Source: an optimization exercise on an open RTL-to-GDS flow (aim: small area, a short achievable clock period and few clock cycles). Production flows keep margins and buffers that such runs may drop.
No functional check of the RTL was part of any run shown here.
Power is estimated from default activity; no workload was simulated.

==> design.v <==
`default_nettype none
module GenTrianglePoints(
   i_clk, i_rst, i_start, i_v1, i_v2, i_v3,
   o_write, o_done, o_point
);
   parameter SCREEN_WIDTH = 640;
   parameter SCREEN_HEIGHT = 480;
   input         i_clk, i_rst, i_start;
   input [63:0]  i_v1, i_v2, i_v3;  
   output        o_write, o_done;
   output [31:0] o_point;           
   reg st_idle, st_box, st_mul, st_row, st_walk, st_sweep, st_down;
   reg        ldown;      
   reg        dir;        
   reg        aflag;      
   reg        rsf;        
   reg        hb;         
   reg [3:0]  pos;        
   reg        trav;       
   reg        cy0, cy1, cy2;      
   reg        cn0, cn1, cn2;      
   reg        cg0, cg1, cg2;      
   reg        cdbl, cpass;        
   reg signed [14:0] vx0, vx1, vx2, vy0, vy1, vy2;
   reg [10:0] x, y, xlo, xhi, yhi;
   reg signed [15:0] mx0, mx1, mx2, my0, my1, my2;    
   reg signed [31:0] e0, e1, e2;
   wire signed [14:0] minxf = (vx0 < vx1) ? ((vx0 < vx2) ? vx0 : vx2) : ((vx1 < vx2) ? vx1 : vx2);
   wire signed [14:0] maxxf = (vx0 > vx1) ? ((vx0 > vx2) ? vx0 : vx2) : ((vx1 > vx2) ? vx1 : vx2);
   wire signed [14:0] minyf = (vy0 < vy1) ? ((vy0 < vy2) ? vy0 : vy2) : ((vy1 < vy2) ? vy1 : vy2);
   wire signed [14:0] maxyf = (vy0 > vy1) ? ((vy0 > vy2) ? vy0 : vy2) : ((vy1 > vy2) ? vy1 : vy2);
   wire signed [14:0] fminx = minxf >>> 4;
   wire signed [14:0] fmaxx = maxxf >>> 4;
   wire signed [14:0] fminy = minyf >>> 4;
   wire signed [14:0] fmaxy = maxyf >>> 4;
   wire signed [11:0] cminx = fminx[11:0] + {11'd0, |minxf[3:0]};
   wire signed [11:0] cmaxx = fmaxx[11:0] + {11'd0, |maxxf[3:0]};
   wire signed [11:0] cminy = fminy[11:0] + {11'd0, |minyf[3:0]};
   wire signed [11:0] cmaxy = fmaxy[11:0] + {11'd0, |maxyf[3:0]};
   wire signed [11:0] bx0 = cminx[11] ? 12'sd0 : cminx;
   wire signed [11:0] by0 = cminy[11] ? 12'sd0 : cminy;
   wire signed [11:0] mxx = (cmaxx > SCREEN_WIDTH)  ? SCREEN_WIDTH  : cmaxx;
   wire signed [11:0] mxy = (cmaxy > SCREEN_HEIGHT) ? SCREEN_HEIGHT : cmaxy;
   wire signed [11:0] bx1 = (mxx > bx0) ? mxx - 12'sd1 : bx0;
   wire signed [11:0] by1 = (mxy > by0) ? mxy - 12'sd1 : by0;
   wire [15:0] mm0 = cy0 ? my0 : mx0;
   wire [15:0] mm1 = cy1 ? my1 : mx1;
   wire [15:0] mm2 = cy2 ? my2 : mx2;
   wire [19:0] ml0 = trav ? {mm0, 4'd0} : {{4{mm0[15]}}, mm0};
   wire [19:0] ml1 = trav ? {mm1, 4'd0} : {{4{mm1[15]}}, mm1};
   wire [19:0] ml2 = trav ? {mm2, 4'd0} : {{4{mm2[15]}}, mm2};
   wire [19:0] mb0 = (ml0 ^ {20{cn0}}) & {20{cg0}};
   wire [19:0] mb1 = (ml1 ^ {20{cn1}}) & {20{cg1}};
   wire [19:0] mb2 = (ml2 ^ {20{cn2}}) & {20{cg2}};
   wire [31:0] a0 = ({e0[30:0], 1'b0} & {32{cdbl}}) | (e0 & {32{cpass}});
   wire [31:0] a1 = ({e1[30:0], 1'b0} & {32{cdbl}}) | (e1 & {32{cpass}});
   wire [31:0] a2 = ({e2[30:0], 1'b0} & {32{cdbl}}) | (e2 & {32{cpass}});
   wire c0 = cg0 & cn0;
   wire c1 = cg1 & cn1;
   wire c2 = cg2 & cn2;
   wire [31:0] b0w = {{12{mb0[19]}}, mb0};
   wire [31:0] b1w = {{12{mb1[19]}}, mb1};
   wire [31:0] b2w = {{12{mb2[19]}}, mb2};
   wire [32:0] t0 = {a0, c0} + {b0w, c0};
   wire [32:0] t1 = {a1, c1} + {b1w, c1};
   wire [32:0] t2 = {a2, c2} + {b2w, c2};
   wire signed [31:0] s0 = t0[32:1];
   wire signed [31:0] s1 = t1[32:1];
   wire signed [31:0] s2 = t2[32:1];
   wire [31:0] p0w = a0 ^ b0w;
   wire [31:0] p1w = a1 ^ b1w;
   wire [31:0] p2w = a2 ^ b2w;
   wire z0 = (p0w[0] == c0) & (&(p0w[31:1] ~^ (a0[30:0] | b0w[30:0])));
   wire z1 = (p1w[0] == c1) & (&(p1w[31:1] ~^ (a1[30:0] | b1w[30:0])));
   wire z2 = (p2w[0] == c2) & (&(p2w[31:1] ~^ (a2[30:0] | b2w[30:0])));
   wire dyp0 = ~my0[15] & (|my0);
   wire dyp1 = ~my1[15] & (|my1);
   wire dyp2 = ~my2[15] & (|my2);
   wire dyn0 = my0[15];
   wire dyn1 = my1[15];
   wire dyn2 = my2[15];
   function out_test;
      input        sg0, sg1, sg2, zr0, zr1, zr2;   
      input        towards;    
      input        p0, p1, p2, q0, q1, q2;  
      reg le0, le1, le2, ge0, ge1, ge2, nd0, nd1, nd2, ni0, ni1, ni2;
      begin
         le0 = sg0 | zr0;  ge0 = ~sg0;
         le1 = sg1 | zr1;  ge1 = ~sg1;
         le2 = sg2 | zr2;  ge2 = ~sg2;
         nd0 = towards ? ~q0 : ~p0;  ni0 = towards ? ~p0 : ~q0;
         nd1 = towards ? ~q1 : ~p1;  ni1 = towards ? ~p1 : ~q1;
         nd2 = towards ? ~q2 : ~p2;  ni2 = towards ? ~p2 : ~q2;
         out_test = ((le0 & nd0) | (le1 & nd1) | (le2 & nd2)) &
                    ((ge0 & ni0) | (ge1 & ni1) | (ge2 & ni2));
      end
   endfunction
   wire ze0 = ~(|e0);
   wire ze1 = ~(|e1);
   wire ze2 = ~(|e2);
   wire is_in = (~e0[31] & ~ze0 & ~e1[31] & ~ze1 & ~e2[31] & ~ze2) |
                (e0[31] & e1[31] & e2[31]);
   wire ao_here = out_test(e0[31], e1[31], e2[31], ze0, ze1, ze2, dir,
                           dyp0, dyp1, dyp2, dyn0, dyn1, dyn2);
   wire bo_sum  = out_test(s0[31], s1[31], s2[31], z0, z1, z2, ~dir,
                           dyp0, dyp1, dyp2, dyn0, dyn1, dyn2);
   wire ao_sum  = out_test(s0[31], s1[31], s2[31], z0, z1, z2, dir,
                           dyp0, dyp1, dyp2, dyn0, dyn1, dyn2);
   wire [10:0] xb = dir ? xlo : xhi;           
   wire [10:0] xa = dir ? xhi : xlo;           
   wire at_b = (x == xb);
   wire at_a = (x == xa);
   wire last_row = (y == yhi);
   wire fwd_ok    = ~at_a & ~ao_sum;
   wire walk_stop = at_b | bo_sum;
   wire emit = is_in & (st_sweep | (st_row & rsf) | (st_down & ldown));
   assign o_write = emit;
   assign o_done  = st_idle;
   assign o_point = {5'd0, y, 5'd0, x};
   wire mul_end  = st_mul & hb & (pos == 4'd0);
   wire row_fwd  = st_row & rsf & fwd_ok;
   wire row_back = st_row & ~rsf & ~bo_sum;
   wire walk_mv  = st_walk & ~walk_stop;
   wire sw_fwd   = st_sweep & fwd_ok;
   wire down_mv  = st_down & ~(ldown & last_row);
   wire row_end  = (st_row & rsf & ~fwd_ok) | (st_sweep & ~fwd_ok);
   wire n_box   = st_idle & i_start;
   wire n_mul   = st_box | (st_mul & ~mul_end);
   wire n_row   = mul_end | down_mv;
   wire n_walk  = row_back | walk_mv;
   wire n_sweep = row_fwd | (st_row & ~rsf & bo_sum) | (st_walk & walk_stop & ~aflag) | sw_fwd;
   wire n_down  = (row_end & ~last_row) | (st_walk & walk_stop & aflag);
   wire n_idle  = (st_idle & ~i_start) | (row_end & last_row) | (st_down & ldown & last_row);
   wire n_dir = st_mul | (st_down ? ~dir : dir);
   wire n_rsf = st_mul | (st_down ? (at_a | ao_sum) : rsf);
   wire n_back = n_walk | (n_row & ~n_rsf);
   wire n_hb  = st_mul & ~hb;
   wire [3:0] n_pos = st_box ? 4'd14 : (hb ? pos - 4'd1 : pos);
   wire n_top = (n_pos == 4'd14);
   wire n_hi  = (n_pos >= 4'd4);
   wire nabit = (st_box ? by0[10] : (hb ? y[10] : x[10])) & n_hi;
   wire nb0 = hb | st_box ? vy0[14] : vx0[14];
   wire nb1 = hb | st_box ? vy1[14] : vx1[14];
   wire nb2 = hb | st_box ? vy2[14] : vx2[14];
   wire ndp0 = n_top ? (nabit | nb0) : (nabit & ~nb0);
   wire ndp1 = n_top ? (nabit | nb1) : (nabit & ~nb1);
   wire ndp2 = n_top ? (nabit | nb2) : (nabit & ~nb2);
   wire ndn0 = ~n_top & ~nabit & nb0;
   wire ndn1 = ~n_top & ~nabit & nb1;
   wire ndn2 = ~n_top & ~nabit & nb2;
   wire e_en  = st_mul | row_fwd | row_back | walk_mv | sw_fwd | down_mv;
   wire [10:0] x_inc = x + 11'd1;
   wire [10:0] x_dec = x - 11'd1;
   wire x_fwd_mv  = row_fwd | sw_fwd;
   wire x_back_mv = row_back | walk_mv;
   always @(posedge i_clk) begin
      if (e_en) begin
         e0 <= s0;  e1 <= s1;  e2 <= s2;
      end
      if (st_idle) begin
         vx0 <= i_v1[14:0];  vy0 <= i_v1[46:32];
         vx1 <= i_v2[14:0];  vy1 <= i_v2[46:32];
         vx2 <= i_v3[14:0];  vy2 <= i_v3[46:32];
      end else if (st_mul) begin
         if (~hb) begin
            vy0 <= vy0 << 1;  vy1 <= vy1 << 1;  vy2 <= vy2 << 1;
         end else begin
            vx0 <= vx0 << 1;  vx1 <= vx1 << 1;  vx2 <= vx2 << 1;
         end
      end
      if (st_box) begin
         mx0 <= vx1 - vx0;  mx1 <= vx2 - vx1;  mx2 <= vx0 - vx2;
         my0 <= vy1 - vy0;  my1 <= vy2 - vy1;  my2 <= vy0 - vy2;
         xlo <= bx0[10:0];  xhi <= bx1[10:0];  yhi <= by1[10:0];
      end
      if (st_box)
        x <= bx0[10:0];
      else if (st_mul & hb & (pos >= 4'd4))
        x <= {x[9:0], x[10]};
      else if (x_fwd_mv | x_back_mv)
        x <= (x_fwd_mv ^ dir) ? x_dec : x_inc;
      if (st_box)
        y <= by0[10:0];
      else if (st_mul & ~hb & (pos >= 4'd4))
        y <= {y[9:0], y[10]};
      else if (down_mv)
        y <= y + 11'd1;
      if (st_box | st_mul) begin
         pos <= n_pos;
         hb <= n_hb;
      end
      dir <= n_dir;
      rsf <= n_rsf;
      trav <= ~(n_idle | n_box | n_mul);
      if (st_row | st_walk) aflag <= ao_here;
      if (st_walk) ldown <= walk_stop & aflag;
      else if (st_down | row_end) ldown <= 1'b0;
      if (n_mul) begin
         cy0 <= n_hb;  cy1 <= n_hb;  cy2 <= n_hb;
         cg0 <= ndp0 | ndn0;  cg1 <= ndp1 | ndn1;  cg2 <= ndp2 | ndn2;
         cn0 <= n_hb ? ndp0 : ndn0;
         cn1 <= n_hb ? ndp1 : ndn1;
         cn2 <= n_hb ? ndp2 : ndn2;
         cdbl  <= ~n_hb & ~n_top;
         cpass <= n_hb;
      end else begin
         cy0 <= ~n_down;  cy1 <= ~n_down;  cy2 <= ~n_down;
         cg0 <= 1'b1;  cg1 <= 1'b1;  cg2 <= 1'b1;
         cn0 <= ~n_down & (n_back ^ n_dir);
         cn1 <= ~n_down & (n_back ^ n_dir);
         cn2 <= ~n_down & (n_back ^ n_dir);
         cdbl  <= 1'b0;
         cpass <= 1'b1;
      end
      st_box   <= n_box;
      st_mul   <= n_mul;
      st_row   <= n_row;
      st_walk  <= n_walk;
      st_sweep <= n_sweep;
      st_down  <= n_down;
      st_idle  <= n_idle;
      if (i_rst) begin
         st_idle <= 1'b1;  st_box <= 1'b0;  st_mul <= 1'b0;  st_row <= 1'b0;
         st_walk <= 1'b0;  st_sweep <= 1'b0;  st_down <= 1'b0;
      end
   end
endmodule
==> run.sh <==
#!/bin/bash
# synth_recipe.tcl (not shown) runs the flow's synth.tcl, then flattens the netlist and writes it again
# the make line also repeats each setting of config.mk as NAME=value (left out here)
make -C /OpenROAD-flow-scripts/flow DESIGN_CONFIG=/design/flow/config.mk WORK_HOME=/design/flow/orfs CLKGATE_MAP_FILE= SYNTH_SCRIPT=/design/flow/synth_recipe.tcl finish
==> config.mk <==
export PLATFORM = sky130hd
export DESIGN_NAME = GenTrianglePoints
export DESIGN_NICKNAME = GenTrianglePoints
export VERILOG_FILES = /design/flow/design.v
export SDC_FILE = /design/flow/constraint.sdc
export NUM_CORES = 4
export LEC_CHECK = 0
export CAP_MARGIN = 30
export CORE_MARGIN = 2
export CORE_UTILIZATION = 30
export SLEW_MARGIN = 20
==> constraint.sdc <==
create_clock -name core_clock -period 24.0 [get_ports {i_clk}]
set_input_delay 4.8000 -clock core_clock [delete_from_list [all_inputs] [get_ports {i_clk}]]
set_output_delay 4.8000 -clock core_clock [all_outputs]
set_load 0.01 [all_outputs]
==> results of run 1 <==
[metrics by stage]
step	power [mW]	hold WS (ns)	cell area, sq um	utilization, %
3_5_place_dp	3.30	0.494	35200	32.7
5_1_grt	4.33	0.546	36800	34.2
4_1_cts	4.03	0.526	36700	34.1
3_3_place_gp	3.26	0.498	35200	32.7
2_1_floorplan	2.74	0.460	32700	-
6_report	4.02	0.532	36800	34.2
[kinds of logic (layout without fill, tap and decap cells)]
logic type / after synthesis / count (layout) / share of synthesized area, %
compound gates: 831 / 831 / 17.0
mux: 129 / 129 / 5.74
simple gates: 980 / 980 / 15.1
fa+ha+maj: 331 / 331 / 12.9
buf+inv: 505 / 591 / 6.08
flops: 363 / 363 / 32.8
xor+xnor: 383 / 383 / 10.3
other cells: 1 / 10 / 0.0115
[how the worst max path moves through the flow]
stage / end / slack [ns]
2_1_floorplan: e0[0]$_DFFE_PP_ / 14.97
3_3_place_gp: x[10]$_DFFE_PP_ / 14.83
3_5_place_dp: x[10]$_DFFE_PP_ / 14.74
4_1_cts: x[10]$_DFFE_PP_ / 14.69
5_1_grt: x[10]$_DFFE_PP_ / 14.27
6_report: x[10]$_DFFE_PP_ / 15.08
[power breakdown]
part	switching (mW)	internal (mW)
Clock	0.296	0.418
Combinational	1.33	0.964
Sequential	0.108	0.906
Total	1.74	2.29
[worst max-delay path: cells and delay by family, from the launching register on]
family	cells	cell delay (ns)
compound gates	15	3.92
fa+ha+maj	2	0.67
buf+inv	2	0.79
xor+xnor	4	0.87
mux	1	0.28
flops	1	0.63
simple gates	8	1.44
[placed cells by master, fill, tap and decap left out, types with 9 or more instances in the layout]
cell type,Yosys,routed
nor2_1,223,223
ha_1,320,320
mux2_2,10,10
mux2i_1,72,72
o21bai_1,27,27
o21a_1,30,30
buf_4,10,24
a21oi_1,181,181
inv_1,364,364
or3_1,11,11
clkbuf_16,0,46
or2_2,13,13
a22o_1,93,93
xor2_1,149,149
nand2_1,253,253
nor4_1,69,69
a21boi_0,31,31
a21o_1,65,65
nand2b_1,48,46
a31oi_1,12,12
nand3_1,68,68
nor3_1,50,49
edfxtp_1,344,344
mux4_2,45,45
and3_1,21,21
o21ai_0,213,213
nand4_1,57,57
xnor2_1,233,233
o22ai_1,20,20
fa_1,10,10
and2_1,63,63
a211oi_1,24,24
conb_1,1,10
o221ai_1,19,19
a22oi_1,13,13
o211ai_1,9,9
clkdlybuf4s50_1,0,116
dfxtp_1,19,12
nor2b_1,58,58
[final cells by class]
class	count	area, sq um
Fill cell	11008	70700
Multi-Input combinational cell	2664	20000
Sequential cell	363	10700
Tap cell	1403	1760
Timing Repair Buffer	145	1410
Inverter	364	1370
Clock buffer	50	1170
Clock inverter	32	358
[layer usage]
layer	part of all wire [%]	GRT usage (%)	vias to the layer above
met4	4.4	6.93	0
met5	0	0	-
met2	46	27.8	789
li1	-	-	12754
met1	44	21.8	12364
met3	5.7	2.47	190
[state kept, by name, summed over array words and instances (netlist names), 4 cells and up]
signal / cells
xlo: 11
vx1: 15
e1: 32
y: 11
e2: 32
yhi: 11
e0: 32
my1: 16
my0: 16
vx0: 15
vy1: 15
my2: 16
vy0: 15
mx0: 16
mx1: 16
x: 11
xhi: 11
vy2: 15
mx2: 16
vx2: 15
pos: 4
==> qor.yml, run 1 <==
outcome:
  status: "no timing/DRC/antenna violations"
cells_and_area:
  area_growth_pct: 12.7
  drive_gt1_share_pct: 6.11
  fin_cells: 5021
  n_antenna_cell: 0
  final_net_count: 4109
sta:
  relSlewSlack_pct: 39.6
  finalSetupViolCount: 0
  min_period_over_period_pct: 37.2
  fin_setup_tns_ns: 0
  rsz0062_at_grt: "no"
  worst_slack_ns: 15.08
  fin_crit_ns: 8.92
  slew_viol_final: 0
  finClkSkew_ns: 0.0502
  fmax_ghz: 0.112
  worst-slew-pin-transition_ns: 0.898
  hold_viol_final: 0
worst_hold_path:
  holdPathEnd: "rsf$_DFF_P_"
  min_from: "rsf$_DFF_P_"
  hold_path_depth: 1
  hp-class: "flop to flop"
clock_tree:
  htreeDepth: 2
  cts_resized: 0
  post_cts_buffers: 0
  cts_hold_buf: 0
  clk_latency_ns: 0.63
  cts.sinks: 363
  clockRootBuffer: "clkbuf_16"
  cts_buffer_depth: 3
  path_clk_slew_ns: 0.06
  cts_tree: "done"
  numCtsBuffers: 46
power_and_ir_drop:
  peakVddDrop_uv: 56.6
  cellPowerDensity_nw_per_um2: 109
  p_leak_nw: 15.2
setup_path:
  reg2regPathDepth: 32
  regToRegSetupSlack_ns: 15.08
  cp.required_ns: 24.31
  arrival_ns: 9.23
  worstSetupStartpointType: "flop"
  worstSetupEndpointType: "flop"
  r2r-start: "cy2$_DFF_P_"
  cpPeakStageDelay_ns: 0.75
  crit_start: "cy2$_DFF_P_"
  crit_type: "flop to flop"
  path_max_fanout: 26
  critPathSlowestCell: "a221oi_1"
  rr_endpoint: "x[10]$_DFFE_PP_"
logic_synthesis:
  yosys-top-cells-area: "edfxtp_1 (32%), ha_1 (12%), xnor2_1 (6.3%)"
  ys_seq_elements: 363
  yosysUniqueCellTypes: 112
  synth_commonest_cells: "inv_1 (364), edfxtp_1 (344), ha_1 (320)"
  syn_area_per_cell_sq_um: 9.26
  yosys.area.top_type: "edfxtp_1"
  syn_area_sq_um: 32600
  yosys.cell_count.top_type: "inv_1"
  synth_top_area_share_pct: 31.7
  synth_top_flop_cell: "edfxtp_1"
  netlist_instances: 3523
  ys_async_sr_fraction_pct: 0
  synth_edf_count: 344
  synth_warnings: 1
  yosysSeqAreaShare_pct: 32.8
floorplanning:
  rows: 120
  die-area_sq_um: 111000
  ioPinCount: 229
  start_util_pct: 30.4
  core_area_sq_um: 108000
  die_h_microns: 334
  dieWidth_microns: 334
placed_design:
  place_hpwl_mm: 76.2
  place_ws_ns: 14.74
  gp_congestion: 0.942
  place_inst: 4935
  io_buffers: 116
global_route:
  grt_max_degree: 102
  antenna_found_initial: 4
  grt_pass1_wl_mm: 148
  grt_pass1_vias: 25380
  grt.overflow.total: 0
  track_usage_pct: 16.8
drt:
  post_drt_via_cell_ratio: 5.20
  drt_iter0_drc: 1931
  vias: 26097
  wl_per_cell_microns: 19.1
  drc: 0
  drt-total-wl_mm: 96.0
  ant_nets: 0
  firstDrtPassIters: 5
flow_run:
  cap_violations: 0
==> inputs of run 2 (changes only) <==
--- a/design.v
+++ b/design.v
@@ -10,9 +10,8 @@
    output        o_write, o_done;
    output [31:0] o_point;           
    reg st_idle, st_box, st_mul, st_row, st_walk, st_sweep, st_down;
-   reg        ldown;      
+   reg        inr;        
    reg        dir;        
-   reg        aflag;      
    reg        rsf;        
    reg        hb;         
    reg [3:0]  pos;        
@@ -95,13 +94,8 @@
                     ((ge0 & ni0) | (ge1 & ni1) | (ge2 & ni2));
       end
    endfunction
-   wire ze0 = ~(|e0);
-   wire ze1 = ~(|e1);
-   wire ze2 = ~(|e2);
-   wire is_in = (~e0[31] & ~ze0 & ~e1[31] & ~ze1 & ~e2[31] & ~ze2) |
-                (e0[31] & e1[31] & e2[31]);
-   wire ao_here = out_test(e0[31], e1[31], e2[31], ze0, ze1, ze2, dir,
-                           dyp0, dyp1, dyp2, dyn0, dyn1, dyn2);
+   wire s_in = (~s0[31] & ~z0 & ~s1[31] & ~z1 & ~s2[31] & ~z2) |
+               (s0[31] & s1[31] & s2[31]);
    wire bo_sum  = out_test(s0[31], s1[31], s2[31], z0, z1, z2, ~dir,
                            dyp0, dyp1, dyp2, dyn0, dyn1, dyn2);
    wire ao_sum  = out_test(s0[31], s1[31], s2[31], z0, z1, z2, dir,
@@ -113,24 +107,25 @@
    wire last_row = (y == yhi);
    wire fwd_ok    = ~at_a & ~ao_sum;
    wire walk_stop = at_b | bo_sum;
-   wire emit = is_in & (st_sweep | (st_row & rsf) | (st_down & ldown));
+   wire emit = inr & (st_sweep | (st_row & rsf));
    assign o_write = emit;
    assign o_done  = st_idle;
    assign o_point = {5'd0, y, 5'd0, x};
    wire mul_end  = st_mul & hb & (pos == 4'd0);
-   wire row_fwd  = st_row & rsf & fwd_ok;
-   wire row_back = st_row & ~rsf & ~bo_sum;
-   wire walk_mv  = st_walk & ~walk_stop;
-   wire sw_fwd   = st_sweep & fwd_ok;
-   wire down_mv  = st_down & ~(ldown & last_row);
+   wire row_fwd  = st_row & rsf & ~at_a;
+   wire row_back = st_row & ~rsf;
+   wire walk_mv  = st_walk & ~at_b;
+   wire sw_fwd   = st_sweep & ~at_a;
+   wire down_mv  = st_down;
    wire row_end  = (st_row & rsf & ~fwd_ok) | (st_sweep & ~fwd_ok);
    wire n_box   = st_idle & i_start;
    wire n_mul   = st_box | (st_mul & ~mul_end);
    wire n_row   = mul_end | down_mv;
-   wire n_walk  = row_back | walk_mv;
-   wire n_sweep = row_fwd | (st_row & ~rsf & bo_sum) | (st_walk & walk_stop & ~aflag) | sw_fwd;
-   wire n_down  = (row_end & ~last_row) | (st_walk & walk_stop & aflag);
-   wire n_idle  = (st_idle & ~i_start) | (row_end & last_row) | (st_down & ldown & last_row);
+   wire n_walk  = (st_row & ~rsf & ~bo_sum) | (st_walk & ~walk_stop);
+   wire n_sweep = (st_row & rsf & fwd_ok) | (st_row & ~rsf & bo_sum) | (st_walk & walk_stop) |
+                  (st_sweep & fwd_ok);
+   wire n_down  = (row_end & ~last_row);
+   wire n_idle  = (st_idle & ~i_start) | (row_end & last_row);
    wire n_dir = st_mul | (st_down ? ~dir : dir);
    wire n_rsf = st_mul | (st_down ? (at_a | ao_sum) : rsf);
    wire n_back = n_walk | (n_row & ~n_rsf);
@@ -192,9 +187,7 @@
       dir <= n_dir;
       rsf <= n_rsf;
       trav <= ~(n_idle | n_box | n_mul);
-      if (st_row | st_walk) aflag <= ao_here;
-      if (st_walk) ldown <= walk_stop & aflag;
-      else if (st_down | row_end) ldown <= 1'b0;
+      if (e_en) inr <= s_in;
       if (n_mul) begin
          cy0 <= n_hb;  cy1 <= n_hb;  cy2 <= n_hb;
          cg0 <= ndp0 | ndn0;  cg1 <= ndp1 | ndn1;  cg2 <= ndp2 | ndn2;
==> qor.yml, run 2 <==
logic_synthesis:
  synth_edf_count: 343
  ys_async_sr_fraction_pct: 0
  yosys.area.top_type: "edfxtp_1"
  syn_area_sq_um: 33200
  ys_seq_elements: 362
  yosysUniqueCellTypes: 103
  synth_top_flop_cell: "edfxtp_1"
  yosys.cell_count.top_type: "inv_1"
  synth_warnings: 1
  netlist_instances: 3614
  synth_commonest_cells: "inv_1 (349), edfxtp_1 (343), ha_1 (318)"
  yosysSeqAreaShare_pct: 32.2
  yosys-top-cells-area: "edfxtp_1 (31%), ha_1 (12%), xnor2_1 (6.1%)"
  synth_top_area_share_pct: 31.0
  syn_area_per_cell_sq_um: 9.19
setup_path:
  worstSetupEndpointType: "flop"
  worstSetupStartpointType: "flop"
  cpPeakStageDelay_ns: 0.58
  arrival_ns: 8.93
  crit_top_cell: "ha_1"
  crit_type: "flop to flop"
  cp.required_ns: 24.33
  critPathSlowestCell: "a211oi_1"
  path_max_fanout: 11
drt:
  drt_iter0_drc: 1843
  vias: 26987
  wl_per_cell_microns: 18.8
  firstDrtPassIters: 5
  post_drt_via_cell_ratio: 5.20
  drt-total-wl_mm: 97.8
  ant_nets: 0
  drc: 0
cells_and_area:
  fin_cells: 5190
  multiInputGateArea_sq_um: 20600
  reg_top3: "e0 x32, e1 x32, e2 x32"
  final_cell_mix: "inv_1 (349), edfxtp_1 (343), ha_1 (318), nand2_1 (288), nor2_1 (255)"
  area_growth_pct: 12.6
  drive_gt1_share_pct: 5.84
  final_net_count: 4187
  nFillCells: 11468
  mostFrequentLayoutCell: "inv_1"
  seq_area_sq_um: 10700
sta:
  finalSetupViolCount: 0
  finClkSkew_ns: 0.0287
  hold_viol_final: 0
  worst-slew-pin-transition_ns: 0.935
  fin_setup_tns_ns: 0
  slew_viol_final: 0
  fin_crit_ns: 8.60
  worst_slack_ns: 15.41
  rsz0062_at_grt: "no"
  fmax_ghz: 0.116
  relSlewSlack_pct: 37.7
  min_period_over_period_pct: 35.8
clock_tree:
  path_clk_slew_ns: 0.06
  clockRootBuffer: "clkbuf_16"
  cts_resized: 0
  cts_buffer_depth: 3
  cts_tree: "done"
  htreeDepth: 2
  numCtsBuffers: 46
  clk_latency_ns: 0.60
  cts.sinks: 362
  cts_hold_buf: 0
  post_cts_buffers: 0
power_and_ir_drop:
  p_leak_nw: 15.3
  cellPowerDensity_nw_per_um2: 109
  peakVddDrop_uv: 49.3
placed_design:
  place_inst: 5103
  place_ws_ns: 15.56
  io_buffers: 116
  gp_congestion: 0.973
  place_hpwl_mm: 76.8
floorplanning:
  die-area_sq_um: 113000
  core_area_sq_um: 110000
  ioPinCount: 229
  die_h_microns: 337
  start_util_pct: 30.1
  rows: 122
  dieWidth_microns: 337
global_route:
  track_usage_pct: 17.0
  grt_pass1_vias: 26132
  antenna_found_initial: 1
  grt_max_degree: 96
  grt.overflow.total: 0
  grt_pass1_wl_mm: 151
worst_hold_path:
  hp-class: "flop to flop"
flow_run:
  cap_violations: 0
outcome:
  status: "no timing/DRC/antenna violations"
-- run 2: changes by cell type after synthesis, sizes merged, moves of 11 or more --
cell     previous run  this run
inv               364       351
buf                29        43
nand2             256       289
nor4               70        41
nand2b             51        40
a2111oi             3        17
o2111ai             2        13
nor2              223       255
-- run 2: cell type report --
cell class	count	share of cell area, %
Inverter	351	3.52
Sequential cell	362	28.6
Multi-Input combinational cell	2765	55.2
Timing Repair Buffer	138	3.55
Tap cell	1488	4.98
Clock buffer	53	3.21
Antenna cell	2	0.0134
Clock inverter	31	0.904
-- run 2: stage by stage --
| step | instance area, sq um | util [%] | total power [mW] | hold slack, ns |
|---|---|---|---|---|
| floorplan | 33200 | - | 2.75 | 0.511 |
| global placement | 35800 | 32.5 | 3.31 | 0.508 |
| detailed placement | 35800 | 32.5 | 3.33 | 0.511 |
| CTS | 37400 | 33.9 | 4.07 | 0.519 |
| global route | 37400 | 33.9 | 4.38 | 0.538 |
| finish | 37400 | 33.9 | 4.06 | 0.522 |
-- run 2: critical path, delay by kind of cell, from the launching register on --
family / cells / cell delay (ns)
AO/OA/AOI/OAI: 12 / 3.62
AND/OR/NAND/NOR: 10 / 2.28
buffers and inverters: 2 / 0.18
adder cells (fa/ha/maj): 4 / 1.29
multiplexers: 1 / 0.38
flip-flops: 1 / 0.57
-- run 2: per-layer routing --
layer	share of wire, %	global-route usage, %	vias to the layer above
met5	0	0	-
met4	3.6	5.95	0
met3	5.0	1.92	160
met2	48	28.9	781
met1	44	22.1	12922
li1	-	-	13124
-- run 2: cells by family (layout without fill, tap and decap cells) --
logic type	after synthesis	in the layout	share of synthesized area [%]
xor+xnor	378	378	9.97
fa+ha+maj	328	328	12.6
flops	362	362	32.2
mux	135	135	5.84
compound gates	878	878	18.1
buf+inv	496	573	5.84
simple gates	1036	1036	15.5
other cells	1	12	0.0113
-- run 2: final timing paths --
path	start	slack, ns	end	cells past startpoint
hold / removal	st_idle$_SDFF_PP1_	0.52	st_box$_SDFF_PP0_	2
setup reg to reg	vy1[14]$_DFFE_PP_	15.41	yhi[7]$_DFFE_PP_	29
hold reg to reg	st_idle$_SDFF_PP1_	0.52	st_box$_SDFF_PP0_	2
setup / recovery	vy1[14]$_DFFE_PP_	15.41	yhi[7]$_DFFE_PP_	29
-- run 2: power by group --
part           switching (mW)  leakage [nW]  internal, mW
registers              0.0914          3.43         0.898
logic                    1.39          11.2         0.966
clock network           0.304         0.737         0.417
total                    1.78          15.3          2.28
==> inputs of run 3 (changes only) <==
--- a/design.v
+++ b/design.v
@@ -72,12 +72,46 @@
    wire z0 = (p0w[0] == c0) & (&(p0w[31:1] ~^ (a0[30:0] | b0w[30:0])));
    wire z1 = (p1w[0] == c1) & (&(p1w[31:1] ~^ (a1[30:0] | b1w[30:0])));
    wire z2 = (p2w[0] == c2) & (&(p2w[31:1] ~^ (a2[30:0] | b2w[30:0])));
+   wire sg0 = p0w[31] ^ carry31(a0[30:0], b0w[30:0], c0);
+   wire sg1 = p1w[31] ^ carry31(a1[30:0], b1w[30:0], c1);
+   wire sg2 = p2w[31] ^ carry31(a2[30:0], b2w[30:0], c2);
    wire dyp0 = ~my0[15] & (|my0);
    wire dyp1 = ~my1[15] & (|my1);
    wire dyp2 = ~my2[15] & (|my2);
    wire dyn0 = my0[15];
    wire dyn1 = my1[15];
    wire dyn2 = my2[15];
+   function carry31;
+      input [30:0] fa, fb;
+      input        fc;
+      reg [31:0] g, p;
+      reg [15:0] g1, p1;
+      reg [7:0]  g2, p2;
+      reg [3:0]  g3, p3;
+      reg [1:0]  g4, p4;
+      integer i;
+      begin
+         g = {fa & fb, fc};
+         p = {fa ^ fb, 1'b0};
+         for (i = 0; i < 16; i = i + 1) begin
+            g1[i] = g[2*i+1] | (p[2*i+1] & g[2*i]);
+            p1[i] = p[2*i+1] & p[2*i];
+         end
+         for (i = 0; i < 8; i = i + 1) begin
+            g2[i] = g1[2*i+1] | (p1[2*i+1] & g1[2*i]);
+            p2[i] = p1[2*i+1] & p1[2*i];
+         end
+         for (i = 0; i < 4; i = i + 1) begin
+            g3[i] = g2[2*i+1] | (p2[2*i+1] & g2[2*i]);
+            p3[i] = p2[2*i+1] & p2[2*i];
+         end
+         for (i = 0; i < 2; i = i + 1) begin
+            g4[i] = g3[2*i+1] | (p3[2*i+1] & g3[2*i]);
+            p4[i] = p3[2*i+1] & p3[2*i];
+         end
+         carry31 = g4[1] | (p4[1] & g4[0]);
+      end
+   endfunction
    function out_test;
       input        sg0, sg1, sg2, zr0, zr1, zr2;   
       input        towards;    
@@ -94,11 +128,11 @@
                     ((ge0 & ni0) | (ge1 & ni1) | (ge2 & ni2));
       end
    endfunction
-   wire s_in = (~s0[31] & ~z0 & ~s1[31] & ~z1 & ~s2[31] & ~z2) |
-               (s0[31] & s1[31] & s2[31]);
-   wire bo_sum  = out_test(s0[31], s1[31], s2[31], z0, z1, z2, ~dir,
+   wire s_in = (~sg0 & ~z0 & ~sg1 & ~z1 & ~sg2 & ~z2) |
+               (sg0 & sg1 & sg2);
+   wire bo_sum  = out_test(sg0, sg1, sg2, z0, z1, z2, ~dir,
                            dyp0, dyp1, dyp2, dyn0, dyn1, dyn2);
-   wire ao_sum  = out_test(s0[31], s1[31], s2[31], z0, z1, z2, dir,
+   wire ao_sum  = out_test(sg0, sg1, sg2, z0, z1, z2, dir,
                            dyp0, dyp1, dyp2, dyn0, dyn1, dyn2);
    wire [10:0] xb = dir ? xlo : xhi;           
    wire [10:0] xa = dir ? xhi : xlo;           
==> qor.yml, run 3 <==
cells_and_area:
  fin_cells: 5033
  final_net_count: 4108
  area_growth_pct: 12.8
  n_antenna_cell: 0
  final_cell_mix: "inv_1 (361), edfxtp_1 (343), ha_1 (320), nand2_1 (272), o21ai_0 (230)"
  nFillCells: 11034
  drive_gt1_share_pct: 6.27
  mostFrequentLayoutCell: "inv_1"
  reg_top3: "e0 x32, e1 x32, e2 x32"
setup_path:
  regToRegSetupSlack_ns: 15.49
  path_max_fanout: 19
  critPathSlowestCell: "ha_1"
  cp.required_ns: 24.31
  crit_type: "flop to flop"
  worstSetupEndpointType: "flop"
  worstSetupStartpointType: "flop"
  r2r-start: "vx0[0]$_SDFFCE_PN0P_"
  cpPeakStageDelay_ns: 0.55
  arrival_ns: 8.82
  crit_start: "vx0[0]$_SDFFCE_PN0P_"
  crit_end: "xhi[2]$_DFFE_PP_"
  rr_endpoint: "xhi[2]$_DFFE_PP_"
  reg2regPathDepth: 35
floorplanning:
  die-area_sq_um: 112000
  dieWidth_microns: 334
  ioPinCount: 229
  start_util_pct: 30.2
  die_h_microns: 334
  rows: 121
  core_area_sq_um: 109000
global_route:
  grt_pass1_vias: 25205
  grt_pass1_wl_mm: 144
  grt.overflow.total: 0
  antenna_found_initial: 0
  grt_max_degree: 96
  track_usage_pct: 16.2
power_and_ir_drop:
  combPwrFrac_pct: 56.2
  p_total_mw: 4.07
  swShare_pct: 43.0
  internal_power_mw: 2.32
  seqPwrFrac_pct: 24.3
  pwr-share-clk_pct: 19.5
  cellPowerDensity_nw_per_um2: 110
  p_leak_nw: 15.3
  switching_power_mw: 1.75
  peakVddDrop_uv: 76.8
drt:
  dr_wl_met3_mm: 4.57
  wl_per_cell_microns: 18.6
  drt_iter0_drc: 2100
  routed-wl-met2_mm: 43.7
  maxUsedRoutingLayer: "met4"
  ant_nets: 0
  drc: 0
  post_drt_via_cell_ratio: 5.21
  drt-total-wl_mm: 93.4
  vias: 26224
  drt-met1-wl_mm: 41.8
  firstDrtPassIters: 6
clock_tree:
  clockRootBuffer: "clkbuf_16"
  numCtsBuffers: 45
  cts_resized: 0
  cts_tree: "done"
  cts_hold_buf: 0
  cts_buffer_depth: 3
  cts.sinks: 362
  path_clk_slew_ns: 0.06
  htreeDepth: 2
  post_cts_buffers: 0
  clk_latency_ns: 0.60
sta:
  min_period_over_period_pct: 35.5
  hold_viol_final: 0
  worst-slew-pin-transition_ns: 1.00
  slew_viol_final: 0
  finClkSkew_ns: 0.0308
  fin_crit_ns: 8.51
  rsz0062_at_grt: "no"
  fin_setup_tns_ns: 0
  relSlewSlack_pct: 32.1
  finalSetupViolCount: 0
  fmax_ghz: 0.118
logic_synthesis:
  synth_top_flop_cell: "edfxtp_1"
  synth_top_area_share_pct: 31.4
  ys_seq_elements: 362
  yosys.area.top_type: "edfxtp_1"
  yosys-top-cells-area: "edfxtp_1 (31%), ha_1 (12%), xnor2_1 (5.7%)"
  syn_area_sq_um: 32800
  synth_commonest_cells: "inv_1 (361), edfxtp_1 (343), ha_1 (320)"
  synth_warnings: 1
  syn_area_per_cell_sq_um: 9.24
  netlist_instances: 3545
  yosysSeqAreaShare_pct: 32.6
  synth_edf_count: 343
  yosysUniqueCellTypes: 95
  yosys.cell_count.top_type: "inv_1"
  ys_async_sr_fraction_pct: 0
worst_hold_path:
  hp-class: "flop to flop"
placed_design:
  gp_congestion: 0.904
  io_buffers: 116
  place_hpwl_mm: 73.0
  place_inst: 4949
outcome:
  status: "no timing/DRC/antenna violations"
flow_run:
  cap_violations: 0
[run 3: worst min path at each step]
stage / from / endpoint / slack [ns] / depth (start not counted)
2_1_floorplan: st_walk$_SDFF_PP0_ / st_sweep$_SDFF_PP0_ / 0.47 / 2
3_3_place_gp: st_walk$_SDFF_PP0_ / st_sweep$_SDFF_PP0_ / 0.52 / 2
3_5_place_dp: st_walk$_SDFF_PP0_ / st_sweep$_SDFF_PP0_ / 0.50 / 2
4_1_cts: st_walk$_SDFF_PP0_ / st_sweep$_SDFF_PP0_ / 0.52 / 2
5_1_grt: st_walk$_SDFF_PP0_ / st_sweep$_SDFF_PP0_ / 0.53 / 2
6_report: st_walk$_SDFF_PP0_ / st_sweep$_SDFF_PP0_ / 0.53 / 2
[run 3: cells by family (layout without fill, tap and decap cells)]
family,count (synthesis),in the layout,share of synthesized area [%]
DFF,362,362,32.6
xor gates and xnor gates,374,374,10.0
and+or+nand+nor,941,941,13.9
other,1,10,0.0114
adders and majority gates,330,330,12.8
buffers and inverters,518,583,6.22
muxes,132,132,5.82
AOI/OAI and AO/OA,887,887,18.6
[run 3: critical path: cells and delay by family (launching register included)]
family                     cells  cell delay (ns)
adders and majority gates      5             1.67
DFF                            1             0.45
AOI/OAI and AO/OA             18             3.74
xor gates and xnor gates       1             0.23
buffers and inverters          2             0.37
and+or+nand+nor                9             1.73
[run 3: cell type report]
type,instances,area [sq um],share of cell area [%]
Sequential cell,362,10700,29.0
Clock buffer,48,1160,3.13
Clock inverter,35,548,1.48
Inverter,362,1360,3.68
Tap cell,1414,1770,4.79
Multi-Input combinational cell,2674,20100,54.4
Timing Repair Buffer,138,1340,3.62
[run 3: per-stage QoR]
step	util (%)	hold slack [ns]	cell area, sq um	setup slack [ns]
floorplan	-	0.469	32800	17.49
global placement	32.4	0.521	35200	15.79
detailed placement	32.5	0.501	35300	15.78
CTS	34.0	0.524	37000	15.74
global route	34.1	0.534	37000	15.10
finish	34.1	0.529	37000	15.49
[run 3: power groups by stage]
stage                     registers [mW]  clock network [mW]  logic, mW
after floorplan                    0.956                   0       1.75
after global placement             0.997                   0       2.24
after detailed placement           0.999                   0       2.26
after CTS                          0.987               0.806       2.28
after global routing                1.00               0.827       2.54
final                              0.988               0.792       2.29
[run 3: layer usage]
metal	global-route usage, %	vias to the layer above
met5	0	-
met4	5.66	0
met3	1.86	152
met2	27.2	716
met1	21.6	12506
li1	-	12850

-- re-timing with driven ports --
No port has a modelled driver above. Below, the same layouts with a new extraction and two added sets of constraints.
Step 1 assumes that a clkbuf_16 drives the clock port and a buf_2 every other input.
Step 2 times the ports against the registers' clock, not the clock port: input delays grow and output delays shrink by t, the midpoint of the rising clock arrivals with the driver on.
a / b / c = ideal / step 1 / step 2; a / b = the first two.
run	shift t [ns]	slack for setup (ns)	worst hold slack (ns)
run 1	0.672	15.078 / 15.078 / 15.078	0.532 / 0.532 / 0.532
run 2	0.659	15.405 / 15.405 / 15.405	0.522 / 0.522 / 0.522
run 3	0.656	15.491 / 15.491 / 15.491	0.529 / 0.529 / 0.529
After both steps setup and hold are still met in every run listed.
